Background: an optimization exercise with open tools, aiming at small area. Do not read the settings as production practice. Function was checked by simulation only, so behaviour that the tests miss may differ from the original. The clock cells of runs 3, 4 and 6 to 8 come from the design's own scripts or RTL, not from TritonCTS. The clock input has no modelled driver; a real chip could not lean on it and would need a root buffer or a full tree. No activity file was given, so power comes from the tool's default toggle rates.

===== flow/constraint.sdc =====
create_clock -name core_clock -period 10.0 [get_ports {CLK100MHz}]
set_input_delay 2.0000 -clock core_clock [delete_from_list [all_inputs] [get_ports {CLK100MHz}]]
set_output_delay 2.0000 -clock core_clock [all_outputs]
set_load 0.01 [all_outputs]

===== flow/config.mk =====
export PLATFORM = sky130hd
export DESIGN_NAME = fmeter
export DESIGN_NICKNAME = fmeter
export VERILOG_FILES = /design/flow/design.v
export SDC_FILE = /design/flow/constraint.sdc
export NUM_CORES = 4
export LEC_CHECK = 0
export CAP_MARGIN = 20
export CORE_MARGIN = 2
export CORE_UTILIZATION = 85
export CTS_BUF_LIST = sky130_fd_sc_hd__clkbuf_8
export PLACE_DENSITY = 0.9
export SLEW_MARGIN = 20

===== flow/flow/run.sh =====
#!/bin/bash
# Standard layout, with clock tree synthesis told not to add dummy loads.
set -euo pipefail
export CTS_ARGS="-sink_clustering_enable -repair_clock_nets -dont_use_dummy_load -buf_list sky130_fd_sc_hd__clkbuf_8"
bash standard.sh finish > standard_flow.log 2>&1

===== flow/standard.sh =====
#!/bin/bash
# synth_recipe.tcl (not shown) runs the flow's synth.tcl, then flattens the netlist and writes it again
# the make line also repeats each setting of config.mk as NAME=value (left out here)
make -C /OpenROAD-flow-scripts/flow DESIGN_CONFIG=/design/flow/config.mk WORK_HOME=/design/flow/orfs CLKGATE_MAP_FILE= SYNTH_SCRIPT=/design/flow/synth_recipe.tcl "${@:-finish}"

===== flow/design.v =====
`timescale 1ns / 1ps
module fmeter(
	CLK100MHz,
	RST,
	FREQIN,
	TXD,
	LED1,
	LED2
);
input	CLK100MHz;
input	RST;
input	FREQIN;
output	TXD;
output	LED1;
output	LED2;
reg		r_LED1;
reg		r_txd;
assign LED1 = r_LED1;
assign LED2 = r_txd;
assign TXD = r_txd;
reg	[10:0]	u;
wire		tick = ((u & 11'b11111110101) == 11'b11110000001);
wire		uclr = RST | tick;
always @(posedge CLK100MHz) begin
	u[10:1] <= ~({10{uclr}} | u[9:0]);
	u[0] <= ~uclr & (u[1] ^ u[10]);
end
reg	[19:0]	g;
wire		gate = ((g & 20'b11111111110111111111) == 20'b10000010110010100110);
wire		gclr = RST | gate;
always @(posedge CLK100MHz) begin
	g[19:1] <= ~({19{gclr}} | g[18:0]);
	g[0] <= ~gclr & (g[16] ^ g[19]);
end
reg	[1:0]	r_fin;
wire		edg = r_fin[1] & ~r_fin[0];
always @(posedge CLK100MHz) begin
	r_fin <= RST ? 2'b00 : {FREQIN, r_fin[1]};
end
reg	[3:0]	d0, d1, d2, d3, d4;
wire		d5clr;
reg	[2:0]	d5;
function [3:0] bcd_inc;
	input [3:0] q;
	input c;
	begin
		bcd_inc[0] = q[0] ^ c;
		bcd_inc[1] = q[1] ^ (c & q[0] & ~q[3]);
		bcd_inc[2] = q[2] ^ (c & q[0] & q[1]);
		bcd_inc[3] = q[3] ^ (c & q[0] & (q[3] | (q[1] & q[2])));
	end
endfunction
wire	c1 = edg & d0[0] & d0[3];
wire	c2 = c1 & d1[0] & d1[3];
wire	c3 = c2 & d2[0] & d2[3];
wire	c4 = c3 & d3[0] & d3[3];
wire	c5 = c4 & d4[0] & d4[3];
wire	cclr = RST | gate;
always @(posedge CLK100MHz) begin
	d0 <= RST ? 4'd0 : bcd_inc(gate ? 4'd0 : d0, edg);
	d1 <= cclr ? 4'd0 : bcd_inc(d1, c1);
	d2 <= cclr ? 4'd0 : bcd_inc(d2, c2);
	d3 <= cclr ? 4'd0 : bcd_inc(d3, c3);
	d4 <= cclr ? 4'd0 : bcd_inc(d4, c4);
	d5 <= (RST | d5clr) ? 3'd0 : (d5 + {2'b00, c5});
end
reg	[4:0]	jb;
reg	[3:0]	cc;
reg	[3:0]	s0, s1, s2, s3, s4;	 
wire		idle = cc[3] & ~cc[2];
wire		stopb = jb[4] & ~jb[3];
assign		d5clr = tick & stopb & (cc == 4'd0);
function dbit;
	input [3:0] d;
	input [2:0] t;
	begin
		dbit = t[2] ? d[3] : t[1] ? d[2] : t[0] ? d[1] : d[0];
	end
endfunction
reg		dv;
always @(*) begin
	case (cc[2:0])
	3'd0: dv = dbit({1'b0, d5}, jb[3:1]);
	3'd1: dv = dbit(s4, jb[3:1]);
	3'd2: dv = dbit(s3, jb[3:1]);
	3'd3: dv = dbit(s2, jb[3:1]);
	3'd4: dv = dbit(s1, jb[3:1]);
	3'd5: dv = dbit(s0, jb[3:1]);
	3'd6: dv = dbit(4'hD, jb[3:1]);
	default: dv = dbit(4'hA, jb[3:1]);
	endcase
end
reg		bitv;
always @(*) begin
	if (idle)
		bitv = 1'b1;
	else if (~jb[4])
		bitv = jb[0] & ~cc[3] & dv;		 
	else if (jb[1])
		bitv = ~(~cc[3] & cc[2] & cc[1]);	 
	else
		bitv = ~jb[3];				 
end
always @(posedge CLK100MHz) begin
	if (RST) begin
		cc <= 4'd8;
		r_txd <= 1'b1;
		r_LED1 <= 1'b0;
	end else begin
		if (tick) begin
			r_txd <= bitv;
			if (stopb & ~idle)
				cc <= cc + 4'd1;
		end
		if (gate) begin
			cc <= 4'd14;
			r_LED1 <= ~r_LED1;
		end
	end
	if (gate)
		jb <= 5'd0;
	else if (tick)
		jb <= {jb[3:0], ~jb[4]};
	if (gate) begin
		s0 <= d0;
		s1 <= d1;
		s2 <= d2;
		s3 <= d3;
		s4 <= d4;
	end
end
endmodule

==> results.toml, run 1 <==
[outcome]
status = "no timing/DRC/antenna violations"

[setup_path]
reg2regPathDepth = 14
cp-start-kind = "primary input"
crit_family = "buffers and inverters"
worst-path-max-fanout = 22
worst-path-stages = 4
worstSetupPathType = "in -> reg"
crit_slowest_cell = "clkdlybuf4s50_1"
cp_slowest_stage_delay_ns = 0.99
path_cells = "clkdlybuf4s50_1, or2_0, buf_4, nor2_1"
cp-end-kind = "flop"
cp.buffers_inverters = 2
worst-endpoint-required_ns = 10.23
crit_arrival_ns = 4.09

[global_route]
grt_util_met3_pct = 9.881
grt_max_degree = 33
use_met1_pct = 45.81
gr-total-overflow = 0
met2_usage_pct = 63.88
grt_pass1_wl_um = 11850
grt_pass1_vias = 2321
grt.busiest_layer = "met2"
track_usage_pct = 38.55
antenna_found_initial = 0

[cells_and_area]
multi_input_area_um2 = 1269
final_common_cell = "dfxtp_1"
n_antenna_cell = 0
layout.nets = 314
seq_area_um2 = 1942
nFillCells = 110
drive_gt1_share_pct = 7.744
syn2layout_area_growth_pct = 6.059
layout_common_cells = "dfxtp_1, nor2_1, edfxtp_1"

[min_path]
min_path_type = "reg -> reg"
holdPathStages = 1

[logic_synthesis]
synthCells = 293
yosys_warnings = 1
synth_edf_count = 20
synth_ff_type = "dfxtp_1"
netlist.area_leader.share_pct = 40.85
synth_top_area_cell = "dfxtp_1"
postSynthAreaPerCell_um2 = 11.21
yosysSeqAreaShare_pct = 59.15
synth_seq_cells = 87
synthArstFlopShare_pct = 0
synth.distinct_cells = 49
syn_nets = 308
synthTopCellsByArea = "dfxtp_1, edfxtp_1, nor2_1"
synth_area_um2 = 3283

[sta]
fin_ws_ns = 6.143
fmaxAchievable_ghz = 0.2593
layout_min_cycle_time_ns = 3.857
worst_pin_slew_ns = 0.7940
relSlewSlack_pct = 46.90
finalSetupViolCount = 0
rsz0062_at_grt = "false"
finalSetupTns_ns = 0
post-route-period-util_pct = 38.57
finalMaxSlewViolations = 0
hold_viol = 0
clock_skew_ns = 0.02538

[power_and_ir_drop]
p_leak_uw = 0.001302
powerDensity_nw_per_um2 = 166.4
vdd_drop_max_mv = 0.1699

[floorplanning]
die_h_um = 66.15
initial_core_util_pct = 89.01
core_um2 = 3689
io_pins = 6
rows = 22
die_x_um = 66.15
die_area_um2 = 4376

[job]
cap_violations = 0

[clocking]
cts_max_level = 3
post-cts-setup-buffer-count = 0
cts_tree = "done"
clk_latency_ns = 0.36
clockBufferDepth = 2
hold_buffers = 0
clockRootBuffer = "clkbuf_8"
clk_pin_slew_ns = 0.08
numCtsBuffers = 9
cts_sinks = 87
cts.repair.resized = 0

[place]
io_buffers = 5
pre_cts_ws_ns = 5.939
gp_congestion = 0.9820
hpwlAfterDp_um = 4288

[route]
antenna_left = 0
vias = 2301
dr.pass1.iters = 5
wl_um = 7480
drc = 0
drt_iter0_markers = 312
vias_per_cell = 6.670
wl_per_cell_um = 21.68
[cell type report]
type / count / area share (%)
multi-input cells: 188 / 36.44
clock buffers: 9 / 3.557
repair buffers: 7 / 1.868
flip-flops and latches: 87 / 55.77
well taps: 48 / 1.725
inverters: 6 / 0.6468
[layer usage]
layer / vias up / wire (um)
met5: - / 0
met4: 0 / 346
met3: 37 / 564
met2: 136 / 3674
met1: 1120 / 2895
li1: 1008 / -
[cell usage after synthesis, drive strengths merged, types with 2 or more instances]
library cell	instances
a21oi	6
a31oi	3
and2	11
buf	8
clkbuf	4
dfxtp	67
edfxtp	20
ha	12
inv	6
mux2	6
mux2i	11
nand2	7
nand2b	6
nand3	9
nand3b	2
nand4	2
nor2	57
nor2b	11
nor4	3
nor4bb	2
o2111ai	2
o21ai	2
o221ai	2
o22ai	3
or2	2
xnor2	9
xor2	6
[cell families after synthesis]
logic type      synth area share, %
xor+xnor                      4.002
flops                         59.15
compound gates                5.031
mux                           5.526
simple gates                  19.25
buf+inv                       2.477
fa+ha+maj                     4.573
[state kept, by name, indices dropped and copies added (netlist names)]
signal  flops
r_txd       1
s2          4
d2          4
d4          4
g          20
d5          3
s3          4
d1          4
s4          4
d0          4
d3          4
cc          4
r_LED1      1
s1          4
s0          4
jb          5
u          11
r_fin       2
[final timing paths]
path | start | end | slack (ns)
hold reg to reg | g[9] | g[10] | 0.40
setup / recovery | RST | d0[3] | 6.14
hold / removal | g[9] | g[10] | 0.40
setup reg to reg | r_fin[1] | d5[2] | 6.79
[metrics by stage]
| step | power (uW) | util (%) | cells | hold WS (ns) | cell area (um^2) |
|---|---|---|---|---|---|
| detailed placement | 397.8 | 91.04 | 336 | 0.3858 | 3358 |
| global route | 593.3 | 94.40 | 345 | 0.4248 | 3482 |
| floorplan | 392.0 | - | 293 | 0.3682 | 3283 |
| finish | 579.5 | 94.40 | 345 | 0.4020 | 3482 |
| CTS | 576.7 | 94.40 | 345 | 0.4064 | 3482 |
| global placement | 395.5 | 91.04 | 336 | 0.3708 | 3358 |
[power breakdown]
part	internal [uW]	leakage (uW)	switching, uW
Combinational	6.80	0.000511	8.91
Clock	80.7	0.0000647	107
Sequential	368	0.000726	7.54
Total	456	0.00130	124
==> run 2: changes to the inputs <==
--- a/flow/design.v
+++ b/flow/design.v
@@ -52,3 +52,3 @@
 endfunction
-wire	c1 = edg & d0[0] & d0[3];
+wire	c1 = edg & ~gate & d0[0] & d0[3];	 
 wire	c2 = c1 & d1[0] & d1[3];
@@ -66,3 +66,3 @@
 end
-reg	[4:0]	jb;
+reg	[3:0]	bc;
 reg	[3:0]	cc;
@@ -70,22 +70,15 @@
 wire		idle = cc[3] & ~cc[2];
-wire		stopb = jb[4] & ~jb[3];
+wire		stopb = bc[3] & bc[2];
 assign		d5clr = tick & stopb & (cc == 4'd0);
-function dbit;
-	input [3:0] d;
-	input [2:0] t;
-	begin
-		dbit = t[2] ? d[3] : t[1] ? d[2] : t[0] ? d[1] : d[0];
-	end
-endfunction
-reg		dv;
+reg	[3:0]	dsel;
 always @(*) begin
 	case (cc[2:0])
-	3'd0: dv = dbit({1'b0, d5}, jb[3:1]);
-	3'd1: dv = dbit(s4, jb[3:1]);
-	3'd2: dv = dbit(s3, jb[3:1]);
-	3'd3: dv = dbit(s2, jb[3:1]);
-	3'd4: dv = dbit(s1, jb[3:1]);
-	3'd5: dv = dbit(s0, jb[3:1]);
-	3'd6: dv = dbit(4'hD, jb[3:1]);
-	default: dv = dbit(4'hA, jb[3:1]);
+	3'd0: dsel = {1'b0, d5};
+	3'd1: dsel = s4;
+	3'd2: dsel = s3;
+	3'd3: dsel = s2;
+	3'd4: dsel = s1;
+	3'd5: dsel = s0;
+	3'd6: dsel = 4'hD;
+	default: dsel = 4'hA;
 	endcase
@@ -96,8 +89,8 @@
 		bitv = 1'b1;
-	else if (~jb[4])
-		bitv = jb[0] & ~cc[3] & dv;		 
-	else if (jb[1])
-		bitv = ~(~cc[3] & cc[2] & cc[1]);	 
+	else if (bc[3:2] == 2'b01)
+		bitv = ~cc[3] & dsel[bc[1:0]];		 
+	else if (bc[3:2] == 2'b10)
+		bitv = ~bc[1] & ~(~cc[3] & cc[2] & cc[1]);	 
 	else
-		bitv = ~jb[3];				 
+		bitv = bc[3];				 
 end
@@ -120,5 +113,5 @@
 	if (gate)
-		jb <= 5'd0;
+		bc <= 4'd3;
 	else if (tick)
-		jb <= {jb[3:0], ~jb[4]};
+		bc <= stopb ? 4'd3 : bc + 4'd1;
 	if (gate) begin
==> run 2 against run 1 <==
Effect of this change: final cell count grew 0.87%; routed wire length down 5.9%; core utilization shrank 1.2 points; area after synthesis is 2.3% lower; design area shrank 2.7%; via count shrank 0.17%; sequential share of layout area rose by 0.97 points; register-to-register slack worse by 1.1 ns; setup slack lost 0.42 ns; critical path depth grew 13; critical path type is now reg -> reg; critical endpoint is now d5[2].
==> results.toml, run 2 <==
[cells_and_area]
largest_reg_flops = 20
seq_area_um2 = 1922
fin_util_pct = 93.22
n_antenna_cell = 0
nFillCells = 110
syn2layout_area_growth_pct = 5.577
drive_gt1_share_pct = 4.667
layout_common_cells = "dfxtp_1, nor2_1, edfxtp_1"
top_register = "g"
multi_input_area_um2 = 1197
layout.nets = 318
final_common_cell = "dfxtp_1"
largestRegisters = "g x20, u x11"

[global_route]
antenna_found_initial = 0
grt_pass1_wl_um = 11140
track_usage_pct = 36.37
gr-total-overflow = 0
grt_max_degree = 31
grt_pass1_vias = 2224

[clocking]
clockRootBuffer = "clkbuf_8"
cts.repair.resized = 0
clk_pin_slew_ns = 0.07
numCtsBuffers = 9
clockBufferDepth = 2
cts_max_level = 3
hold_buffers = 0
cts_tree = "done"
cts_sinks = 86
clk_latency_ns = 0.35
post-cts-setup-buffer-count = 0

[logic_synthesis]
synth.distinct_cells = 46
netlist.area_leader.share_pct = 41.19
synth_top_area_cell = "dfxtp_1"
yosysMostFrequentCell = "dfxtp_1"
yosysSeqAreaShare_pct = 59.91
synth_seq_cells = 86
synthArstFlopShare_pct = 0
synth_commonest_cells = "dfxtp_1, nor2_1, edfxtp_1"
synth_edf_count = 20
synth_area_um2 = 3208
yosys_warnings = 1
synthTopCellsByArea = "dfxtp_1, edfxtp_1, nor2_1"
syn_nets = 313
synth_ff_type = "dfxtp_1"
postSynthAreaPerCell_um2 = 10.80
synthCells = 297

[outcome]
status = "no timing/DRC/antenna violations"

[sta]
hold_viol = 0
layout_min_cycle_time_ns = 4.273
clock_skew_ns = 0.01864
finalSetupViolCount = 0
finalMaxSlewViolations = 0
relSlewSlack_pct = 25.97
worst_pin_slew_ns = 1.110
fmaxAchievable_ghz = 0.2340
post-route-period-util_pct = 42.73
rsz0062_at_grt = "false"
finalSetupTns_ns = 0
fin_ws_ns = 5.727

[route]
vias = 2297
antenna_left = 0
vias_per_cell = 6.601
dr.pass1.iters = 5
drc = 0
wl_per_cell_um = 20.22
wl_um = 7035
drt_iter0_markers = 269

[power_and_ir_drop]
intPower_uw = 452.9
comb_power_share_pct = 3.4
p_leak_uw = 0.001357
swShare_pct = 21.22
vdd_drop_max_mv = 0.1460
powerDensity_nw_per_um2 = 169.7
p_sw_uw = 122.0
clock_power_share_pct = 32.0
seqPwrFrac_pct = 64.7

[floorplanning]
die_x_um = 65.44
die_area_um2 = 4282
core_um2 = 3633
rows = 22
initial_core_util_pct = 88.29
die_h_um = 65.44
io_pins = 6

[place]
hpwlAfterDp_um = 4014
io_buffers = 5
gp_congestion = 0.8288
pre_cts_ws_ns = 5.851

[setup_path]
worst-path-max-fanout = 7
cp-end-kind = "flop"
worstSetupPathType = "reg -> reg"
cp-start-kind = "flop"
worst-endpoint-required_ns = 10.24
crit_arrival_ns = 4.51

[min_path]
min_path_type = "reg -> reg"

[job]
cap_violations = 0
[run 2: path summary, 6_finish.rpt]
check	endpoint	startpoint	cells past startpoint	slack (ns)
max	d5[2]	g[5]	17	5.73
min	g[10]	g[9]	1	0.39
max reg2reg	d5[2]	g[5]	17	5.73
min reg2reg	g[10]	g[9]	1	0.39
[run 2: layout make-up]
type | count | area share (%)
clock buffers | 9 | 3.657
inverters | 9 | 0.9974
multi-input cells | 191 | 35.35
flip-flops and latches | 86 | 56.74
well taps | 48 | 1.773
repair buffers | 5 | 1.478
[run 2: power by group through the flow]
stage	logic [uW]	clock network (uW)	registers, uW
final	19.3	184	372
after global routing	20.9	195	372
after CTS	19.2	183	371
after detailed placement	17.9	0	379
after global placement	16.4	0	378
after floorplan	14.0	0	377
[run 2: cell families (layout without fill, tap and decap cells)]
| group | Yosys count | in the layout | synth area share [%] |
|---|---|---|---|
| and+or+nand+nor | 120 | 120 | 18.37 |
| DFF | 86 | 86 | 59.91 |
| AOI/OAI and AO/OA | 37 | 37 | 7.840 |
| buffers and inverters | 20 | 23 | 2.769 |
| xor gates and xnor gates | 16 | 16 | 4.368 |
| adders and majority gates | 13 | 13 | 5.070 |
| muxes | 5 | 5 | 1.677 |
[run 2: worst max-delay path, stage by stage (launching register included)]
cell	delay, ns
dfxtp_1	0.35
nor4bb_1	0.44
nand4_1	0.15
nor2_1	0.50
nor2b_1	0.18
and3_1	0.24
ha_1	0.24
and2_1	0.16
ha_1	0.23
and2_1	0.18
ha_1	0.23
and2_1	0.18
ha_1	0.23
and2_1	0.19
ha_1	0.18
ha_1	0.19
xor2_1	0.15
and2_1	0.15
[run 2: per-stage QoR]
| stage | instances | hold slack (ns) | total power [uW] | cell area [um^2] |
|---|---|---|---|---|
| 5_1_grt | 348 | 0.4058 | 588.6 | 3387 |
| 6_report | 348 | 0.3896 | 574.9 | 3387 |
| 4_1_cts | 348 | 0.3907 | 573.2 | 3387 |
| 2_1_floorplan | 297 | 0.3682 | 390.6 | 3208 |
| 3_3_place_gp | 339 | 0.3736 | 394.5 | 3263 |
| 3_5_place_dp | 339 | 0.3802 | 396.6 | 3263 |
[run 2: per-layer routing]
metal	track usage [%]	wire length, um	up-vias
li1	-	-	1021
met1	45.71	2779	1093
met2	59.44	3397	150
met3	8.733	570	33
met4	17.45	288	0
met5	0	0	-
==> run 3: changes to the inputs <==
==> flow/flow/run.sh (replaced) <==
#!/bin/bash
# Standard layout, except that after clock tree synthesis the tree is replaced
# (flow/mytree.tcl, run as ORFS's POST_CTS_TCL hook) by three clock buffers fed
# from the clock port, each driving a cluster of nearby flip-flops.
set -euo pipefail
export CTS_ARGS="-sink_clustering_enable -repair_clock_nets -dont_use_dummy_load -buf_list sky130_fd_sc_hd__clkbuf_8"
export POST_CTS_TCL="$PWD/flow/mytree.tcl"
export MYTREE_NLEAF=3
export MYTREE_BUF=sky130_fd_sc_hd__clkbuf_16
bash standard.sh finish > standard_flow.log 2>&1
==> flow/flow/mytree.tcl (new file) <==
# Replace the clock tree CTS built with a flat one: NLEAF clock buffers, each
# driving a cluster of nearby flip-flops, all fed straight from the clock port.
set nleaf [expr {[info exists ::env(MYTREE_NLEAF)] ? $::env(MYTREE_NLEAF) : 4}]
set bufm [expr {[info exists ::env(MYTREE_BUF)] ? $::env(MYTREE_BUF) : "sky130_fd_sc_hd__clkbuf_8"}]
set block [ord::get_db_block]
set db [ord::get_db]
set port_net [$block findNet CLK100MHz]
# collect register clock pins by walking through buffers CTS inserted
set sinks {}
set cts_insts {}
set todo [list $port_net]
while {[llength $todo]} {
  set net [lindex $todo 0]; set todo [lrange $todo 1 end]
  foreach it [$net getITerms] {
    set inst [$it getInst]
    set mname [[$inst getMaster] getName]
    if {[$it isOutputSignal]} { continue }
    if {[string match "*clkbuf*" $mname] || [string match "*clkinv*" $mname]} {
      lappend cts_insts $inst
      set onet [[$inst findITerm X] getNet]
      if {$onet ne "NULL"} { lappend todo $onet }
    } else {
      lappend sinks $it
    }
  }
}
puts "MYTREE sinks [llength $sinks] removing [llength $cts_insts] buffers"
# disconnect and delete CTS buffers and their nets
foreach inst $cts_insts {
  set onet [[$inst findITerm X] getNet]
  foreach it [$inst getITerms] { if {[$it getNet] ne "NULL"} { $it disconnect } }
  odb::dbInst_destroy $inst
  if {$onet ne "NULL" && $onet ne $port_net} {
    foreach it [$onet getITerms] { $it disconnect }
    odb::dbNet_destroy $onet
  }
}
# k-means on sink locations
set pts {}
foreach it $sinks { set b [[$it getInst] getBBox]; lappend pts [list [expr {([$b xMin]+[$b xMax])/2.0}] [expr {([$b yMin]+[$b yMax])/2.0}]] }
set n [llength $pts]
set sorted [lsort -real -index 0 $pts]
set cents {}
for {set k 0} {$k < $nleaf} {incr k} { lappend cents [lindex $sorted [expr {int(($k+0.5)*$n/$nleaf)}]] }
set cap [expr {int(ceil(double($n)/$nleaf))}]
for {set iter 0} {$iter < 30} {incr iter} {
  # balanced assignment: greedy by distance with capacity
  set pairs {}
  for {set i 0} {$i < $n} {incr i} { for {set k 0} {$k < $nleaf} {incr k} {
    set p [lindex $pts $i]; set c [lindex $cents $k]
    lappend pairs [list [expr {abs([lindex $p 0]-[lindex $c 0])+abs([lindex $p 1]-[lindex $c 1])}] $i $k] } }
  set pairs [lsort -real -index 0 $pairs]
  set asg [lrepeat $n -1]; set cnt [lrepeat $nleaf 0]
  foreach pr $pairs { lassign $pr d i k
    if {[lindex $asg $i] >= 0 || [lindex $cnt $k] >= $cap} continue
    lset asg $i $k; lset cnt $k [expr {[lindex $cnt $k]+1}] }
  set newc {}
  for {set k 0} {$k < $nleaf} {incr k} { set sx 0; set sy 0; set m 0
    for {set i 0} {$i < $n} {incr i} { if {[lindex $asg $i]==$k} { set p [lindex $pts $i]; set sx [expr {$sx+[lindex $p 0]}]; set sy [expr {$sy+[lindex $p 1]}]; incr m } }
    lappend newc [list [expr {$sx/$m}] [expr {$sy/$m}]] }
  set cents $newc
}
set master [$db findMaster $bufm]
for {set k 0} {$k < $nleaf} {incr k} {
  set inst [odb::dbInst_create $block $master "clkleaf_$k"]
  set net [odb::dbNet_create $block "clknet_leaf_$k"]
  $net setSigType CLOCK
  [$inst findITerm A] connect $port_net
  [$inst findITerm X] connect $net
  foreach vdd {VPWR VPB} { catch {[$inst findITerm $vdd] connect [$block findNet VDD]} }
  foreach vss {VGND VNB} { catch {[$inst findITerm $vss] connect [$block findNet VSS]} }
  set c [lindex $cents $k]
  $inst setLocation [expr {int([lindex $c 0])}] [expr {int([lindex $c 1])}]
  $inst setPlacementStatus PLACED
}
for {set i 0} {$i < $n} {incr i} {
  set it [lindex $sinks $i]; set k [lindex $asg $i]
  $it disconnect
  $it connect [$block findNet "clknet_leaf_$k"]
}
puts "MYTREE built $nleaf x $bufm, cluster sizes $cnt"
detailed_placement
check_placement -verbose
==> run 3 against run 2 <==
Effect of this change: total power fell by 8.5%; global-route usage fell by 1.6 points; die area did not move; hold slack improved by 0.0011 ns; sequential power barely moved; routed wire length fell by 0.91%; clock skew fell by 0.012 ns; synthesized cell count did not move.
==> results.toml, run 3 <==
[place]
placed_area_um2 = 3263
io_buffers = 5
gp_congestion = 0.8288
post-place-cells = 339
hpwlAfterDp_um = 4014

[job]
cap_violations = 0

[clocking]
clk_pin_slew_ns = 0.10
clk_latency_ns = 0.16
cts_sinks = 86

[logic_synthesis]
synth_area_um2 = 3208
netlist.area_leader.share_pct = 41.19
postSynthAreaPerCell_um2 = 10.80
synth_edf_count = 20
synthArstFlopShare_pct = 0
synth_seq_cells = 86
synthTopCellsByArea = "dfxtp_1, edfxtp_1, nor2_1"
yosys_warnings = 1
synth_commonest_cells = "dfxtp_1, nor2_1, edfxtp_1"
synth_ff_type = "dfxtp_1"
yosysMostFrequentCell = "dfxtp_1"
syn_nets = 313
synth.distinct_cells = 46
yosysSeqAreaShare_pct = 59.91
synth_top_area_cell = "dfxtp_1"
synthCells = 297

[cells_and_area]
layout_common_cells = "dfxtp_1, nor2_1, edfxtp_1"
drive_gt1_share_pct = 2.721
seq_area_um2 = 1922
multi_input_area_um2 = 1197
top_register = "g"
nFillCells = 121
final_common_cell = "dfxtp_1"
largestRegisters = "g x20, u x11"
design_area_um2 = 3338
n_antenna_cell = 0
syn2layout_area_growth_pct = 4.056
layout.nets = 312
largest_reg_flops = 20
fin_cells = 342

[sta]
relSlewSlack_pct = 26.70
hold_viol = 0
post-route-period-util_pct = 43.31
finalMaxSlewViolations = 0
layout_min_cycle_time_ns = 4.331
clock_skew_ns = 0.007002
rsz0062_at_grt = "false"
worst_pin_slew_ns = 1.100
whs_ns = 0.3907
finalSetupViolCount = 0
fmaxAchievable_ghz = 0.2309
finalSetupTns_ns = 0

[floorplanning]
core_um2 = 3633
rows = 22
initial_core_util_pct = 88.29
die_h_um = 65.44
die_area_um2 = 4282
io_pins = 6
die_x_um = 65.44

[power_and_ir_drop]
p_leak_uw = 0.001329
p_sw_uw = 98.38
vdd_drop_max_mv = 0.1551
seqPwrFrac_pct = 70.7
swShare_pct = 18.70
clock_power_share_pct = 25.6
powerDensity_nw_per_um2 = 157.6
intPower_uw = 427.7
total_power_uw = 526.1
comb_power_share_pct = 3.7

[route]
routed.top_layer = "met4"
wl_um = 6971
vias = 2253
vias_per_cell = 6.588
antenna_left = 0
wl_met1_um = 2808
drt_iter0_markers = 254
drc = 0
wl_per_cell_um = 20.38
route.met3.wl_um = 513
dr.pass1.iters = 7
routed-wl-met2_um = 3319

[setup_path]
path_cells = "nor4bb_1, nand4_1, nor2_1, nor2b_1, and3_1, ha_1, and2_1, ha_1, and2_1, ha_1, and2_1, ha_1, and2_1, ha_1, ha_1, xor2_1, and2_1"
reg2regPathDepth = 17
worstSetupPathType = "reg -> reg"
worst-path-max-fanout = 7
worst_path_most_repeated_cell = "ha_1"
critPathLaunch = "g[5]"
crit_slowest_cell = "nor2_1"
r2r_start = "g[5]"
cp-start-kind = "flop"
worst-endpoint-required_ns = 10.07
cp_slowest_stage_delay_ns = 0.55
cp-end-kind = "flop"
crit_arrival_ns = 4.40

[global_route]
grt_pass1_vias = 2197
grt_max_degree = 31
antenna_found_initial = 0
gr-total-overflow = 0
track_usage_pct = 34.80
grt_pass1_wl_um = 10950

[min_path]
holdPathStages = 1
min_path_type = "reg -> reg"
min-delay-start = "g[9]"

[outcome]
status = "no timing/DRC/antenna violations"
run 3: cell count changes in the layout (fill, tap and decap cells not counted):
| cell | delta |
|---|---|
| clkbuf_16 | +3 |
| clkbuf_8 | -9 |
run 3: metal layers:
| layer | vias to the layer above | global-route usage, % |
|---|---|---|
| li1 | 1007 | - |
| met1 | 1075 | 43.95 |
| met2 | 135 | 57.02 |
| met3 | 36 | 8.219 |
| met4 | 0 | 16.15 |
| met5 | - | 0 |
run 3: logic make-up after synthesis:
family / share of synthesized area [%]
adder cells (fa/ha/maj): 5.070
multiplexers: 1.677
XOR/XNOR: 4.368
AND/OR/NAND/NOR: 18.37
flip-flops: 59.91
buffers and inverters: 2.769
AO/OA/AOI/OAI: 7.840
run 3: metrics by stage:
| step | utilization, % | worst slack (ns) |
|---|---|---|
| after floorplan | - | 6.499 |
| after global placement | 89.81 | 5.975 |
| after detailed placement | 89.81 | 5.851 |
| after global routing | 91.87 | 5.487 |
| final | 91.87 | 5.669 |
run 3: worst paths after layout:
check | to | slack, ns
worst max-delay path | d5[2] | 5.67
worst min-delay path | g[10] | 0.39
worst max register to register | d5[2] | 5.67
worst min register to register | g[10] | 0.39
run 3: final cells by class:
type                       instances  area share, %
tap                               48          1.799
multi-input combinational        191          35.87
inverter                           9          1.012
buffer                             3          2.249
timing repair buffer               5          1.499
sequential                        86          57.57
run 3: worst max-delay path: cells and delay by family, from the launching register on:
kind	cells	cell delay, ns
flops	1	0.35
simple gates	10	2.46
xor+xnor	1	0.15
fa+ha+maj	6	1.28
run 3: power by group through the flow:
stage               Combinational, uW  Sequential, uW  Clock [uW]
floorplan                        14.0             377           0
global placement                 16.4             378           0
detailed placement               17.9             379           0
global route                     21.0             373         145
finish                           19.6             372         135
==> run 4: changes to the inputs <==
--- a/flow/flow/run.sh
+++ b/flow/flow/run.sh
@@ -9,2 +9,3 @@
 export MYTREE_BUF=sky130_fd_sc_hd__clkbuf_16
+export BUFFER_PORTS_ARGS="-buffer_cell sky130_fd_sc_hd__buf_1"
 bash standard.sh finish > standard_flow.log 2>&1
==> run 4 against run 3 <==
Effect of this change: setup slack lost 0.32 ns; critical endpoint unchanged; total power grew 0.72%; still clean on timing, DRC and antenna; critical path depth unchanged; hold slack better by 0.020 ns; final cell count is the same; clock skew grew 0.0018 ns.
==> results.toml, run 4 <==
[setup_path]
cp-end-kind = "flop"
crit_slowest_cell = "nor4bb_1"
crit_family = "simple AND/OR/NAND/NOR gates"
reg2regPathDepth = 17
cp-start-kind = "flop"
r2r_start = "g[13]"
cp_slowest_stage_delay_ns = 0.67
worstReg2RegEnd = "d5[2]"
worst-path-max-fanout = 7
cp.buffers_inverters = 0
path_cells = "nor4bb_1, nand4_1, nor2_1, nor2b_1, and3_1, ha_1, and2_1, ha_1, and2_1, ha_1, and2_1, ha_1, and2_1, ha_1, ha_1, xor2_1, and2_1"
worst_path_most_repeated_cell = "ha_1"
worstSetupPathType = "reg -> reg"
worst-endpoint-required_ns = 10.07
crit_arrival_ns = 4.73
r2r_slack_ns = 5.35

[place]
hpwlAfterDp_um = 4470
io_buffers = 5
gp_congestion = 0.8959

[sta]
relSlewSlack_pct = 44.61
finalSetupTns_ns = 0
fmaxAchievable_ghz = 0.2149
hold_viol = 0
layout_min_cycle_time_ns = 4.654
post-route-period-util_pct = 46.54
rsz0062_at_grt = "false"
clock_skew_ns = 0.008796
worst_pin_slew_ns = 0.8308
finalSetupViolCount = 0
finalMaxSlewViolations = 0

[power_and_ir_drop]
p_leak_uw = 0.001314
powerDensity_nw_per_um2 = 160.1
vdd_drop_max_mv = 0.1628
total_power_uw = 529.8

[cells_and_area]
layout_common_cells = "dfxtp_1, nor2_1, edfxtp_1"
layout.nets = 312
largestRegisters = "g x20, u x11"
syn2layout_area_growth_pct = 3.159
drive_gt1_share_pct = 3.061
top_register = "g"
largest_reg_flops = 20
final_common_cell = "dfxtp_1"
n_antenna_cell = 0

[logic_synthesis]
synthTopCellsByArea = "dfxtp_1, edfxtp_1, nor2_1"
synth_seq_cells = 86
synthCells = 297
netlist.area_leader.share_pct = 41.19
yosys_warnings = 1
yosysMostFrequentCell = "dfxtp_1"
synth.distinct_cells = 46
synth_edf_count = 20
yosysSeqAreaShare_pct = 59.91
synth_top_area_cell = "dfxtp_1"
syn_nets = 313
synth_area_um2 = 3208
synthArstFlopShare_pct = 0
synth_commonest_cells = "dfxtp_1, nor2_1, edfxtp_1"
synth_ff_type = "dfxtp_1"
postSynthAreaPerCell_um2 = 10.80

[job]
cap_violations = 0

[min_path]
holdPathStages = 1
min_path_type = "reg -> reg"
min_to = "g[3]"
min-delay-start = "g[2]"

[global_route]
gr-total-overflow = 0
grt_max_degree = 31
antenna_found_initial = 2
grt_pass1_wl_um = 10670
grt_pass1_vias = 2072
track_usage_pct = 34.14

[clocking]
clk_pin_slew_ns = 0.10
cts_sinks = 86
clk_latency_ns = 0.16

[floorplanning]
io_pins = 6
initial_core_util_pct = 88.29
core_um2 = 3633
die_x_um = 65.44
die_area_um2 = 4282
rows = 22
die_h_um = 65.44

[route]
wl_um = 6834
wl_per_cell_um = 19.98
drt_iter0_markers = 353
vias = 2180
vias_per_cell = 6.374
antenna_left = 0
dr.pass1.iters = 5
drc = 0

[outcome]
status = "no timing/DRC/antenna violations"
[run 4: through the flow]
step / instance area (um^2) / worst slack [ns] / hold slack [ns] / utilization [%] / cells
6_report: 3309 / 5.346 / 0.4103 / 91.08 / 342
3_5_place_dp: 3232 / 5.922 / 0.3939 / 88.95 / 339
5_1_grt: 3309 / 5.277 / 0.4223 / 91.08 / 342
2_1_floorplan: 3208 / 6.499 / 0.3682 / - / 297
3_3_place_gp: 3232 / 6.106 / 0.3735 / 88.95 / 339
[run 4: where the power goes]
group	switching [uW]	internal [uW]
Clock	81.9	55.5
Combinational	11.9	7.29
Sequential	8.62	365
[run 4: per-layer routing]
| layer | up-vias | global-route usage (%) | wire (um) |
|---|---|---|---|
| met1 | 1027 | 44.12 | 2696 |
| li1 | 1008 | - | - |
| met5 | - | 0 | 24 |
| met4 | 4 | 10.94 | 233 |
| met2 | 112 | 56.89 | 3243 |
| met3 | 29 | 8.562 | 635 |
[run 4: cells by family (layout without fill, tap and decap cells)]
| group | after synthesis | after routing | synth area share [%] |
|---|---|---|---|
| AND/OR/NAND/NOR | 120 | 120 | 18.37 |
| flip-flops | 86 | 86 | 59.91 |
| AO/OA/AOI/OAI | 37 | 37 | 7.840 |
| buffers and inverters | 20 | 17 | 2.769 |
| XOR/XNOR | 16 | 16 | 4.368 |
| adder cells (fa/ha/maj) | 13 | 13 | 5.070 |
| multiplexers | 5 | 5 | 1.677 |
[run 4: how the worst max path moves through the flow]
stage,from,endpoint,depth (start not counted)
3_3_place_gp,g[5],d5[2],17
5_1_grt,g[13],d5[2],17
3_5_place_dp,g[13],d5[2],17
2_1_floorplan,g[0],d5[2],17
6_report,g[13],d5[2],17
[run 4: worst register-to-register path, stage by stage (launching register included)]
cell and delay (ns):
dfxtp_1 0.46, nor4bb_1 0.67, nand4_1 0.16, nor2_1 0.48, nor2b_1 0.18, and3_1 0.25
ha_1 0.23, and2_1 0.16, ha_1 0.24, and2_1 0.19, ha_1 0.24, and2_1 0.18
ha_1 0.24, and2_1 0.19, ha_1 0.18, ha_1 0.19, xor2_1 0.16, and2_1 0.16
[run 4: final cells by class]
class / count / area [um^2]
sequential: 86 / 1922
multi-input combinational: 191 / 1200
fill: 141 / 324.1
buffer: 3 / 75.07
tap: 48 / 60.06
inverter: 9 / 33.78
timing repair buffer: 5 / 18.77
==> run 5: changes to the inputs <==
==> flow/design.v (replaced) <==
`timescale 1ns / 1ps
module fmeter(
	CLK100MHz,
	RST,
	FREQIN,
	TXD,
	LED1,
	LED2
);
input	CLK100MHz;
input	RST;
input	FREQIN;
output	TXD;
output	LED1;
output	LED2;
reg		r_LED1;
reg		r_txd;
assign LED1 = r_LED1;
assign LED2 = r_txd;
assign TXD = r_txd;
function [4:0] bcd_add;
	input [3:0] h;
	input [1:0] a;
	reg t0, t1, t2, t3, k0, k1, k2, ge;
	begin
		t0 = h[0] ^ a[0];
		k0 = h[0] & a[0];
		t1 = h[1] ^ a[1] ^ k0;
		k1 = (h[1] & a[1]) | (h[1] & k0) | (a[1] & k0);
		t2 = h[2] ^ k1;
		k2 = h[2] & k1;
		t3 = h[3] ^ k2;
		ge = t3 & (t2 | t1);
		bcd_add = {ge, t3 & ~ge, t2 & ~ge, ge ? t2 : t1, t0};
	end
endfunction
function [2:0] ph_next;
	input [2:0] p;
	begin
		ph_next[0] = (~p[0] & ~p[2]);
		ph_next[1] = (~p[0] & p[1]) | (p[0] & ~p[1]);
		ph_next[2] = (p[0] & p[1]);
	end
endfunction
function [2:0] d5_inc;
	input [2:0] d;
	begin
		d5_inc[0] = (~d[0]);
		d5_inc[1] = (~d[0] & d[1]) | (d[0] & ~d[1]);
		d5_inc[2] = (d[2]) | (d[0] & d[1]);
	end
endfunction
function [3:0] bc_next;
	input [3:0] b;
	begin
		bc_next[0] = (~b[0]);
		bc_next[1] = (b[0] & ~b[1]) | (~b[0] & b[1]) | (b[2] & b[3]);
		bc_next[2] = (~b[0] & ~b[3]) | (b[0] & b[1] & ~b[2]) | (~b[1] & ~b[3]);
		bc_next[3] = (~b[2] & b[3]) | (b[0] & b[1] & b[2]);
	end
endfunction
function [3:0] cc_next;
	input [3:0] c;
	begin
		cc_next[0] = (~c[0]);
		cc_next[1] = (c[0] & c[1]) | (~c[0] & ~c[1]);
		cc_next[2] = (c[1] & c[2]) | (c[0] & c[2]) | (~c[0] & ~c[1] & ~c[2]);
		cc_next[3] = (c[3]) | (~c[0] & ~c[1] & ~c[2]);
	end
endfunction
reg	[10:0]	u;
wire		tick = ((u & 11'b11111110101) == 11'b11110000001);
wire		uclr = RST | tick;
always @(posedge CLK100MHz) begin
	u[10:1] <= ~({10{uclr}} | u[9:0]);
	u[0] <= ~uclr & (u[1] ^ u[10]);
end
reg	[19:0]	g;
wire		gate = ((g & 20'b11111111110111111111) == 20'b10000010110010100110);
wire		gclr = RST | gate;
always @(posedge CLK100MHz) begin
	g[19:1] <= ~({19{gclr}} | g[18:0]);
	g[0] <= ~gclr & (g[16] ^ g[19]);
end
reg	[1:0]	r_fin;
wire		edg = r_fin[1] & ~r_fin[0];
always @(posedge CLK100MHz) begin
	r_fin <= RST ? 2'b00 : {FREQIN, r_fin[1]};
end
reg	[2:0]	ph;
reg	[3:0]	q0, q1, q2, q3, q4;	 
reg	[3:0]	s0, s1, s2, s3, s4;	 
reg	[1:0]	pe;			 
reg		cy;			 
reg		fl;			 
reg		sg;			 
reg	[2:0]	d5;			 
wire		d5clr;
wire		ph0 = (ph == 3'd0);
wire	[3:0]	head = (fl & ~sg) ? 4'd0 : q0;
wire	[1:0]	pe_e = {pe[1] | (pe[0] & edg), pe[0] ^ edg};
wire	[1:0]	addend = ph0 ? (gate ? pe : pe_e) : {1'b0, cy};
wire	[4:0]	csum = bcd_add(head, addend);
wire		cout = csum[4];
wire	[3:0]	sum = csum[3:0];
always @(posedge CLK100MHz) begin
	q0 <= q1;
	q1 <= q2;
	q2 <= q3;
	q3 <= q4;
	q4 <= (gate | (fl & ~ph0)) ? 4'd0 : sum;
	s0 <= s1;
	s1 <= s2;
	s2 <= s3;
	s3 <= s4;
	s4 <= (gate | (sg & ~ph0)) ? sum : s0;
	if (RST) begin
		ph <= 3'd1;
		pe <= 2'd0;
		cy <= 1'b0;
		fl <= 1'b1;
		sg <= 1'b0;
		d5 <= 3'd0;
	end else begin
		ph <= ph_next(ph);
		pe <= ph0 ? {1'b0, edg & gate} : pe_e;
		cy <= cout;
		if (gate) begin
			fl <= 1'b1;
			sg <= 1'b1;
		end else if (ph0) begin
			fl <= 1'b0;
			sg <= 1'b0;
		end
		if (d5clr)
			d5 <= 3'd0;
		else if ((ph == 3'd4) & cout)
			d5 <= d5_inc(d5);
	end
end
reg	[3:0]	bc;
reg	[3:0]	cc;
reg		nb;		 
wire		idle = cc[3] & ~cc[1];
wire		stopb = bc[3] & bc[2];
assign		d5clr = tick & stopb & (cc == 4'd5);
always @(posedge CLK100MHz)
	if (cc[2:0] == ph)
		nb <= s0[bc[1:0]];
reg		dv;
always @(*) begin
	case (cc)
	4'd0, 4'd1, 4'd2, 4'd3, 4'd4: dv = nb;
	4'd5: dv = ~bc[1] | ~bc[0] ? d5[bc[1:0]] : 1'b0;
	4'd15: dv = 4'hD >> bc[1:0];
	4'd14: dv = 4'hA >> bc[1:0];
	default: dv = 1'b0;
	endcase
end
reg		bitv;
always @(*) begin
	if (idle)
		bitv = 1'b1;
	else if (bc[3:2] == 2'b01)
		bitv = dv;				 
	else if (bc[3:2] == 2'b10)
		bitv = ~bc[1] & ~cc[3];			 
	else
		bitv = bc[3];				 
end
always @(posedge CLK100MHz) begin
	if (RST) begin
		cc <= 4'd13;
		r_txd <= 1'b1;
		r_LED1 <= 1'b0;
	end else begin
		if (tick) begin
			r_txd <= bitv;
			if (stopb & ~idle)
				cc <= cc_next(cc);
		end
		if (gate) begin
			cc <= 4'd7;
			r_LED1 <= ~r_LED1;
		end
	end
	if (gate)
		bc <= 4'd3;
	else if (tick)
		bc <= bc_next(bc);
end
endmodule
--- a/flow/config.mk
+++ b/flow/config.mk
@@ -7,7 +7,7 @@
 export LEC_CHECK = 0
-export CAP_MARGIN = 20
+export CAP_MARGIN = 0
 export CORE_MARGIN = 2
-export CORE_UTILIZATION = 85
+export CORE_UTILIZATION = 90
 export CTS_BUF_LIST = sky130_fd_sc_hd__clkbuf_8
-export PLACE_DENSITY = 0.9
-export SLEW_MARGIN = 20
+export PLACE_DENSITY = 0.95
+export SLEW_MARGIN = 0
==> run 5 against run 4 <==
Effect of this change: the flow now stops in global placement without I/O; synthesized cell count down 5.7%; area after synthesis shrank 2.3%.
==> results.toml, run 5 <==
[outcome]
status = "aborted with a tool error"
flow.stopped_at = "global placement without I/O"
first-error = "[ERROR GPL-0301] Utilization 100.537 % exceeds 100%."

[floorplanning]
initial_core_util_pct = 93.96
rows = 21
die_h_um = 63.03
die_x_um = 63.03

[logic_synthesis]
yosysSeqAreaShare_pct = 60.97
postSynthAreaPerCell_um2 = 11.20
yosysMostFrequentCell = "dfxtp_1"
synthArstFlopShare_pct = 0
netlist.area_leader.share_pct = 60.02
synth_top_area_cell = "dfxtp_1"
synth_compound_area_share_pct = 5.946
synthMuxAreaShare_pct = 4.230
yosys.area_share.simple_pct = 17.84
yosys_warnings = 1
synth_fa_ha_area_share_pct = 5.427
synth_edf_count = 1
synth_commonest_cells = "dfxtp_1, nor2_1, ha_1"
synth.distinct_cells = 51
synthCells = 280
synthXorXnorAreaFrac_pct = 2.514
synthTopCellsByArea = "dfxtp_1, nor2_1, ha_1"
synth_ff_type = "dfxtp_1"
synth_seq_cells = 95
synth_area_um2 = 3136
synth_top_family_by_area = "simple AND/OR/NAND/NOR gates"
syn_nets = 296
run 5: cell count changes after synthesis, sizes merged, moves of 4 or more:
cell / change
nor2: -10
dfxtp: +28
and2: -6
and3: +4
o21ai: -5
xnor2: -4
edfxtp: -19
run 5: logic make-up after synthesis:
family / after synthesis
simple gates: 101
flops: 95
compound gates: 28
buf+inv: 23
fa+ha+maj: 13
mux: 11
xor+xnor: 9
==> run 6: changes to the inputs <==
--- a/flow/config.mk
+++ b/flow/config.mk
@@ -9,5 +9,5 @@
 export CORE_MARGIN = 2
-export CORE_UTILIZATION = 90
+export CORE_UTILIZATION = 85
 export CTS_BUF_LIST = sky130_fd_sc_hd__clkbuf_8
-export PLACE_DENSITY = 0.95
+export PLACE_DENSITY = 0.9
 export SLEW_MARGIN = 0
==> run 6 against run 5 <==
Effect of this change: the run now finishes clean; area after synthesis stayed put; synthesized cell count unchanged.
==> results.toml, run 6 <==
[outcome]
status = "no timing/DRC/antenna violations"

[route]
vias_per_cell = 6.187
antenna_left = 0
dr.pass1.iters = 4
vias = 2017
drc = 0
wl_per_cell_um = 19.87
drt_iter0_markers = 230
wl_um = 6478

[cells_and_area]
layout_common_cells = "dfxtp_1, nor2_1, ha_1"
multi_input_area_um2 = 1127
nFillCells = 125
layout.nets = 296
fin_cells = 326
top_register = "g"
fin_util_pct = 90.11
drive_gt1_share_pct = 7.914
final_common_cell = "dfxtp_1"
n_antenna_cell = 0
largestRegisters = "g x20, u x11"
seq_area_um2 = 1912
syn2layout_area_growth_pct = 3.631
largest_reg_flops = 20

[global_route]
grt_util_met3_pct = 5.382
grt_pass1_wl_um = 10450
grt.busiest_layer = "met2"
met2_usage_pct = 60.31
gr-total-overflow = 0
use_met1_pct = 40.28
track_usage_pct = 33.79
grt_pass1_vias = 2062
grt_max_degree = 33
antenna_found_initial = 0

[sta]
clock_skew_ns = 0.008537
hold_viol = 0
fin_ws_ns = 6.265
post-route-period-util_pct = 37.35
worst_pin_slew_ns = 0.5782
finalSetupTns_ns = 0
fmaxAchievable_ghz = 0.2677
rsz0062_at_grt = "false"
layout_min_cycle_time_ns = 3.735
finalMaxSlewViolations = 0
relSlewSlack_pct = 61.46
finalSetupViolCount = 0

[floorplanning]
die_h_um = 64.74
io_pins = 6
rows = 22
die_x_um = 64.74
initial_core_util_pct = 86.95
die_area_um2 = 4191
core_um2 = 3606

[clocking]
clk_pin_slew_ns = 0.11
clk_latency_ns = 0.17
cts_sinks = 95

[min_path]
min_to = "q1[2]"
min-delay-start = "q2[2]"
min_path_type = "reg -> reg"
holdPathStages = 0

[setup_path]
cp-start-kind = "flop"
worstReg2RegEnd = "d5[1]"
r2r_slack_ns = 6.26
worst-path-max-fanout = 9
worstSetupPathType = "reg -> reg"
worst-endpoint-required_ns = 10.08
crit_arrival_ns = 3.81
r2r_start = "g[13]"
reg2regPathDepth = 12
cp-end-kind = "flop"

[place]
io_buffers = 5
post-place-cells = 323
hpwlAfterDp_um = 4069
gp_congestion = 0.8409
pre_cts_ws_ns = 6.339

[logic_synthesis]
synth_edf_count = 1
synthArstFlopShare_pct = 0
synth_top_area_cell = "dfxtp_1"
synth_ff_type = "dfxtp_1"
synth_commonest_cells = "dfxtp_1, nor2_1, ha_1"
yosysMostFrequentCell = "dfxtp_1"
synth.distinct_cells = 51
yosys_warnings = 1
synthCells = 280
netlist.area_leader.share_pct = 60.02
syn_nets = 296
synthTopCellsByArea = "dfxtp_1, nor2_1, ha_1"
yosysSeqAreaShare_pct = 60.97
synth_area_um2 = 3136
synth_seq_cells = 95
postSynthAreaPerCell_um2 = 11.20

[power_and_ir_drop]
powerDensity_nw_per_um2 = 178.3
p_leak_uw = 0.001392
vdd_drop_max_mv = 0.1701

[job]
cap_violations = 0
==> run 6: cell counts after synthesis <==
No cell type changed its count.
==> run 6: cell families after synthesis <==
group | synth area share (%)
AO/OA/AOI/OAI | 5.945
XOR/XNOR | 2.514
adder cells (fa/ha/maj) | 5.427
buffers and inverters | 3.073
flip-flops | 60.97
multiplexers | 4.230
AND/OR/NAND/NOR | 17.84
==> run 6: report_power, final <==
| part | switching (uW) | leakage, uW | internal, uW |
|---|---|---|---|
| clock | 92.3 | 0.0000370 | 56.0 |
| sequential | 10.4 | 0.000781 | 394 |
| combinational | 15.2 | 0.000574 | 11.8 |
==> run 6: how the worst max path moves through the flow <==
stage | from | to | slack [ns] | cells past startpoint
2_1_floorplan | g[13] | d5[1] | 6.72 | 12
3_3_place_gp | g[13] | d5[1] | 6.60 | 12
3_5_place_dp | g[13] | d5[1] | 6.34 | 12
5_1_grt | g[13] | d5[1] | 6.10 | 12
6_report | g[13] | d5[1] | 6.26 | 12
==> run 6: layout make-up <==
class	count	area share, %
well taps	48	1.848
repair buffers	7	1.040
plain buffers	3	2.310
inverters	11	1.271
multi-input cells	162	34.69
flip-flops and latches	95	58.84
==> run 6: worst max-delay path, cell delays in order, from the launching register on <==
cell and delay (ns):
dfxtp_1 0.35, nor4bb_1 0.25, and4b_1 0.32, nand4_4 0.19
mux2_4 0.36, mux2_2 0.28, ha_1 0.21, fa_1 0.38
ha_1 0.21, or3_1 0.41, a211oi_2 0.39, mux2i_1 0.23
nor2_1 0.07
==> run 6: per-stage QoR <==
step	total power, uW	hold slack (ns)	area [um^2]
2_1_floorplan	428.9	0.3096	3136
3_3_place_gp	434.0	0.3096	3174
3_5_place_dp	437.5	0.3121	3174
5_1_grt	594.5	0.3439	3249
6_report	579.5	0.3395	3249
==> run 6: layer usage <==
layer  vias to the layer above  wire [um]
li1                        929          -
met1                       981       2587
met2                        77       3320
met3                        30        305
met4                         0        264
met5                         -          0
==> run 7: changes to the inputs <==
--- a/flow/config.mk
+++ b/flow/config.mk
@@ -7,3 +7,3 @@
 export LEC_CHECK = 0
-export CAP_MARGIN = 0
+export CAP_MARGIN = 20
 export CORE_MARGIN = 2
@@ -11,3 +11,4 @@
 export CTS_BUF_LIST = sky130_fd_sc_hd__clkbuf_8
+export GPL_TIMING_DRIVEN = 0
 export PLACE_DENSITY = 0.9
-export SLEW_MARGIN = 0
+export SLEW_MARGIN = 20
==> run 7 against run 6 <==
Effect of this change: register-to-register slack got worse by 0.28 ns; total power up 0.41%; clock power is essentially flat; global-route usage rose by 4.0 points; area after synthesis unchanged; still clean on timing, DRC and antenna; largest power group unchanged; final cell count grew 3.1%; highest routed layer unchanged; via count rose by 5.8%; core utilization increased by 1.1 points; critical endpoint is now s4[1].
==> results.toml, run 7 <==
[setup_path]
worstSetupPathType = "reg -> reg"
cp.buffers_inverters = 0
worst-path-max-fanout = 9
cp-start-kind = "flop"
crit_arrival_ns = 4.05
worst-endpoint-required_ns = 10.03
path_cells = "nor4bb_1, and4b_1, nand4_4, mux2_4, mux2_2, ha_1, fa_1, ha_1, or3_1, and2_1, mux2i_1, mux2i_1"
crit_slowest_cell = "or3_1"
cp_slowest_stage_delay_ns = 0.41
cp-end-kind = "flop"
crit_family = "simple AND/OR/NAND/NOR gates"

[route]
drt_iter0_markers = 246
antenna_left = 0
dr.pass1.iters = 5
vias_per_cell = 6.348
wl_um = 7343
wl_per_cell_um = 21.85
vias = 2133
drc = 0

[logic_synthesis]
synth_seq_cells = 95
yosys.area_share.simple_pct = 17.84
yosys_warnings = 1
synth_ff_type = "dfxtp_1"
syn_nets = 296
synthCells = 280
netlist.area_leader.share_pct = 60.02
synth_commonest_cells = "dfxtp_1, nor2_1, ha_1"
synth_top_area_cell = "dfxtp_1"
synthXorXnorAreaFrac_pct = 2.514
synth.distinct_cells = 51
yosysMostFrequentCell = "dfxtp_1"
synth_edf_count = 1
synthMuxAreaShare_pct = 4.230
synth_area_um2 = 3136
synthTopCellsByArea = "dfxtp_1, nor2_1, ha_1"
synth_compound_area_share_pct = 5.946
yosysSeqAreaShare_pct = 60.97
synth_fa_ha_area_share_pct = 5.427
synth_top_family_by_area = "simple AND/OR/NAND/NOR gates"
synthArstFlopShare_pct = 0
postSynthAreaPerCell_um2 = 11.20

[power_and_ir_drop]
seqPwrFrac_pct = 69.6
p_sw_uw = 119.9
swShare_pct = 20.60
total_power_uw = 581.9
intPower_uw = 462.0
vdd_drop_max_mv = 0.1858
clock_power_share_pct = 25.2
comb_power_share_pct = 5.2
p_leak_uw = 0.001410
powerDensity_nw_per_um2 = 176.9

[cells_and_area]
largestRegisters = "g x20, u x11"
top_register = "g"
multi_input_area_um2 = 1127
layout.nets = 306
n_antenna_cell = 0
largest_reg_flops = 20
syn2layout_area_growth_pct = 4.908
nFillCells = 119
seq_area_um2 = 1912
layout_common_cells = "dfxtp_1, nor2_1, ha_1"
design_area_um2 = 3289
final_common_cell = "dfxtp_1"
drive_gt1_share_pct = 8.333
fin_cells = 336

[sta]
rsz0062_at_grt = "false"
finalSetupViolCount = 0
relSlewSlack_pct = 60.20
worst_pin_slew_ns = 0.5969
fmaxAchievable_ghz = 0.2488
finalSetupTns_ns = 0
finalMaxSlewViolations = 0
post-route-period-util_pct = 40.20
layout_min_cycle_time_ns = 4.020
fin_ws_ns = 5.980
clock_skew_ns = 0.01386
hold_viol = 0

[place]
hpwlAfterDp_um = 4580
pre_cts_ws_ns = 6.312
placed_area_um2 = 3214
post-place-cells = 333
io_buffers = 5
gp_congestion = 0.7798

[global_route]
antenna_found_initial = 0
track_usage_pct = 37.79
grt_util_met3_pct = 5.903
grt_max_degree = 33
gr-total-overflow = 0
grt.busiest_layer = "met2"
use_met1_pct = 43.70
grt_pass1_vias = 2215
met2_usage_pct = 68.56
grt_pass1_wl_um = 11550

[floorplanning]
die_x_um = 64.74
rows = 22
die_h_um = 64.74
core_um2 = 3606
io_pins = 6
initial_core_util_pct = 86.95
die_area_um2 = 4191

[clocking]
cts_sinks = 95
clk_latency_ns = 0.17
clk_pin_slew_ns = 0.12

[outcome]
status = "no timing/DRC/antenna violations"

[job]
cap_violations = 0

[min_path]
min_path_type = "reg -> reg"
## run 7: changes by cell type in the layout (fill, tap and decap cells not counted), sizes merged
cell	previous run	this run
clkbuf	3	10
buf	7	10
## run 7: power by group through the flow
stage,clock network (uW),registers (uW),logic [uW]
final,146,405,30.3
after floorplan,0,409,20.3
after global placement,0,410,24.1
after detailed placement,0,412,27.5
after global routing,157,406,32.5
## run 7: cells by family (layout without fill, tap and decap cells)
family / count (synthesis) / count (layout)
AOI/OAI and AO/OA: 28 / 28
xor gates and xnor gates: 9 / 9
adders and majority gates: 13 / 13
buffers and inverters: 23 / 31
DFF: 95 / 95
muxes: 11 / 11
and+or+nand+nor: 101 / 101
## run 7: path summary, 6_finish.rpt
check / endpoint / slack, ns / depth (start not counted) / start
worst min-delay path: q3[0] / 0.33 / 0 / q4[0]
worst max-delay path: s4[1] / 5.98 / 12 / g[13]
worst max register to register: s4[1] / 5.98 / 12 / g[13]
worst min register to register: q3[0] / 0.33 / 0 / q4[0]
## run 7: layer usage
| layer | share of wire (%) | wire length, um |
|---|---|---|
| met3 | 5.3 | 391 |
| met5 | 0 | 0 |
| met1 | 38 | 2819 |
| met2 | 51 | 3728 |
| met4 | 5.5 | 404 |
## run 7: area by class of cell
| class | instances | share of cell area [%] |
|---|---|---|
| Tap cell | 48 | 1.826 |
| Multi-Input combinational cell | 162 | 34.27 |
| Buffer | 15 | 3.956 |
| Sequential cell | 95 | 58.12 |
| Inverter | 11 | 1.255 |
| Timing Repair Buffer | 5 | 0.5706 |
## run 7: metrics by stage
step | hold slack [ns] | utilization [%]
2_1_floorplan | 0.3096 | -
3_3_place_gp | 0.3097 | 89.14
3_5_place_dp | 0.3121 | 89.14
5_1_grt | 0.3403 | 91.22
6_report | 0.3330 | 91.22
==> run 8: changes to the inputs <==
--- a/flow/config.mk
+++ b/flow/config.mk
@@ -11,3 +11,2 @@
 export CTS_BUF_LIST = sky130_fd_sc_hd__clkbuf_8
-export GPL_TIMING_DRIVEN = 0
 export PLACE_DENSITY = 0.9
==> run 8 against run 7 <==
Effect of this change: final cell count fell by 3.0%; routed wire length decreased by 12%; sequential power about the same; combinational power down 11%; global-route usage decreased by 4.0 points; first-iteration DRC count down 6.5%; largest cell class unchanged; largest power group unchanged.
==> results.toml, run 8 <==
[power_and_ir_drop]
p_sw_uw = 117.9
comb_power_share_pct = 4.7
total_power_uw = 579.5
seqPwrFrac_pct = 69.8
powerDensity_nw_per_um2 = 178.3
vdd_drop_max_mv = 0.1701
clock_power_share_pct = 25.6
swShare_pct = 20.34
p_leak_uw = 0.001392
intPower_uw = 461.6

[setup_path]
cp-end-kind = "flop"
crit_slowest_cell = "or3_1"
worst-endpoint-required_ns = 10.08
cp.buffers_inverters = 0
crit_arrival_ns = 3.81
crit_family = "simple AND/OR/NAND/NOR gates"
r2r_start = "g[13]"
path_cells = "nor4bb_1, and4b_1, nand4_4, mux2_4, mux2_2, ha_1, fa_1, ha_1, or3_1, a211oi_2, mux2i_1, nor2_1"
worst_path_most_repeated_cell = "ha_1"
worstReg2RegEnd = "d5[1]"
cp_slowest_stage_delay_ns = 0.41
worstSetupPathType = "reg -> reg"
cp-start-kind = "flop"
worst-path-max-fanout = 9
r2r_slack_ns = 6.26
reg2regPathDepth = 12

[cells_and_area]
drive_gt1_share_pct = 7.914
n_antenna_cell = 0
largest_reg_flops = 20
syn2layout_area_growth_pct = 3.631
layout.nets = 296
largestRegisters = "g x20, u x11"
nFillCells = 125
layout_common_cells = "dfxtp_1, nor2_1, ha_1"
final_common_cell = "dfxtp_1"
top_register = "g"

[floorplanning]
rows = 22
core_um2 = 3606
die_area_um2 = 4191
initial_core_util_pct = 86.95
die_x_um = 64.74
die_h_um = 64.74
io_pins = 6

[logic_synthesis]
postSynthAreaPerCell_um2 = 11.20
synthXorXnorAreaFrac_pct = 2.514
synth_top_area_cell = "dfxtp_1"
yosysSeqAreaShare_pct = 60.97
synth_fa_ha_area_share_pct = 5.427
yosys.area_share.simple_pct = 17.84
synth_area_um2 = 3136
synth_edf_count = 1
yosys_warnings = 1
synth_ff_type = "dfxtp_1"
synth.distinct_cells = 51
synthArstFlopShare_pct = 0
syn_nets = 296
synthMuxAreaShare_pct = 4.230
synth_compound_area_share_pct = 5.946
synth_seq_cells = 95
netlist.area_leader.share_pct = 60.02
synth_commonest_cells = "dfxtp_1, nor2_1, ha_1"
synth_top_family_by_area = "simple AND/OR/NAND/NOR gates"
synthCells = 280
synthTopCellsByArea = "dfxtp_1, nor2_1, ha_1"
yosysMostFrequentCell = "dfxtp_1"

[place]
gp_congestion = 0.8409
hpwlAfterDp_um = 4069
io_buffers = 5

[sta]
finalSetupViolCount = 0
hold_viol = 0
worst_pin_slew_ns = 0.5782
post-route-period-util_pct = 37.35
finalMaxSlewViolations = 0
rsz0062_at_grt = "false"
relSlewSlack_pct = 61.46
fmaxAchievable_ghz = 0.2677
finalSetupTns_ns = 0
layout_min_cycle_time_ns = 3.735
clock_skew_ns = 0.008537

[route]
wl_per_cell_um = 19.87
drt_iter0_markers = 230
antenna_left = 0
wl_um = 6478
vias = 2017
drc = 0
vias_per_cell = 6.187
dr.pass1.iters = 4

[min_path]
holdPathStages = 0
min_path_type = "reg -> reg"
min_to = "q1[2]"
min-delay-start = "q2[2]"

[global_route]
grt_pass1_wl_um = 10450
gr-total-overflow = 0
track_usage_pct = 33.79
antenna_found_initial = 0
grt_max_degree = 33
grt_pass1_vias = 2062

[job]
cap_violations = 0

[clocking]
clk_pin_slew_ns = 0.11
cts_sinks = 95
clk_latency_ns = 0.17

[outcome]
status = "no timing/DRC/antenna violations"
[run 8: cell count changes in the layout (fill, tap and decap cells not counted)]
cell / previous run / this run
buf_1: 6 / 5
buf_2: 2 / 0
clkbuf_1: 7 / 0
[run 8: final cells by class]
type	count	area (um^2)	share of cell area, %
Tap cell	48	60.06	1.848
Buffer	3	75.07	2.310
Sequential cell	95	1912	58.84
Timing Repair Buffer	7	33.78	1.040
Inverter	11	41.29	1.271
Multi-Input combinational cell	162	1127	34.69
[run 8: cells by family (layout without fill, tap and decap cells)]
kind of cell,Yosys count,count (layout)
DFF,95,95
and+or+nand+nor,101,101
xor gates and xnor gates,9,9
AOI/OAI and AO/OA,28,28
adders and majority gates,13,13
buffers and inverters,23,21
muxes,11,11
[run 8: metal layers]
| layer | routed length [um] | GRT usage (%) | up-vias |
|---|---|---|---|
| li1 | - | - | 929 |
| met1 | 2587 | 40.28 | 981 |
| met2 | 3320 | 60.31 | 77 |
| met3 | 305 | 5.382 | 30 |
| met4 | 264 | 14.36 | 0 |
| met5 | 0 | 0 | - |
[run 8: worst max path at each step]
stage / endpoint / depth (start not counted) / slack, ns / start
6_report: d5[1] / 12 / 6.26 / g[13]
5_1_grt: d5[1] / 12 / 6.10 / g[13]
3_5_place_dp: d5[1] / 12 / 6.34 / g[13]
3_3_place_gp: d5[1] / 12 / 6.60 / g[13]
2_1_floorplan: d5[1] / 12 / 6.72 / g[13]
[run 8: through the flow]
step / util (%) / hold WS [ns] / setup slack, ns / cell area [um^2] / std cells
2_1_floorplan: - / 0.3096 / 6.717 / 3136 / 280
3_3_place_gp: 88.03 / 0.3096 / 6.598 / 3174 / 323
3_5_place_dp: 88.03 / 0.3121 / 6.339 / 3174 / 323
5_1_grt: 90.11 / 0.3439 / 6.099 / 3249 / 326
6_report: 90.11 / 0.3395 / 6.265 / 3249 / 326
[run 8: power by group through the flow]
stage	sequential (uW)	clock, uW	combinational [uW]
finish	404	148	27.0
global route	406	159	29.5
floorplan	409	0	20.3
global placement	411	0	23.1
detailed placement	412	0	25.4

afterwards: timing with drivers on the ports:
The flow's constraints put no driver on any port. The routed layouts listed below were extracted and timed again, unchanged, in two steps.
Step 1: set_driving_cell puts a clkbuf_16 on CLK100MHz and a buf_2 on each other input, an assumption about the parent block.
Step 2 moves the port delays by t, midway between the first and last clock arrival at a register: inputs arrive t later, outputs are due t later. That takes back most of the time a late clock gives input paths.
a / b / c = no drivers / after step 1 / after step 2; a / b = the first two.
run	t, ns	slack for setup (ns)	hold WS [ns]	latest minus earliest clock arrival (ns)	slew at the worst register clock pin (ns)
run 1	0.371	6.143 / 6.146 / 5.775	0.402 / 0.402 / 0.402	0.026 / 0.026	0.09 / 0.09
run 2	0.369	5.727 / 5.727 / 5.727	0.390 / 0.390 / 0.390	0.019 / 0.019	0.08 / 0.08
run 3	0.215	5.669 / 5.669 / 5.669	0.391 / 0.391 / 0.391	0.007 / 0.007	0.10 / 0.10
run 4	0.217	5.346 / 5.346 / 5.346	0.410 / 0.410 / 0.410	0.009 / 0.008	0.10 / 0.10
run 6	0.225	6.265 / 6.265 / 6.265	0.339 / 0.339 / 0.339	0.009 / 0.008	0.11 / 0.11
run 7	0.226	5.980 / 5.980 / 5.980	0.333 / 0.333 / 0.333	0.014 / 0.015	0.12 / 0.12
run 8	0.225	6.265 / 6.265 / 6.265	0.339 / 0.339 / 0.339	0.009 / 0.008	0.11 / 0.11
After both steps setup and hold are still met in every run listed. For run 1, which loses most, drivers alone change the setup slack by +0.003 ns; drivers and shift together by -0.368 ns.
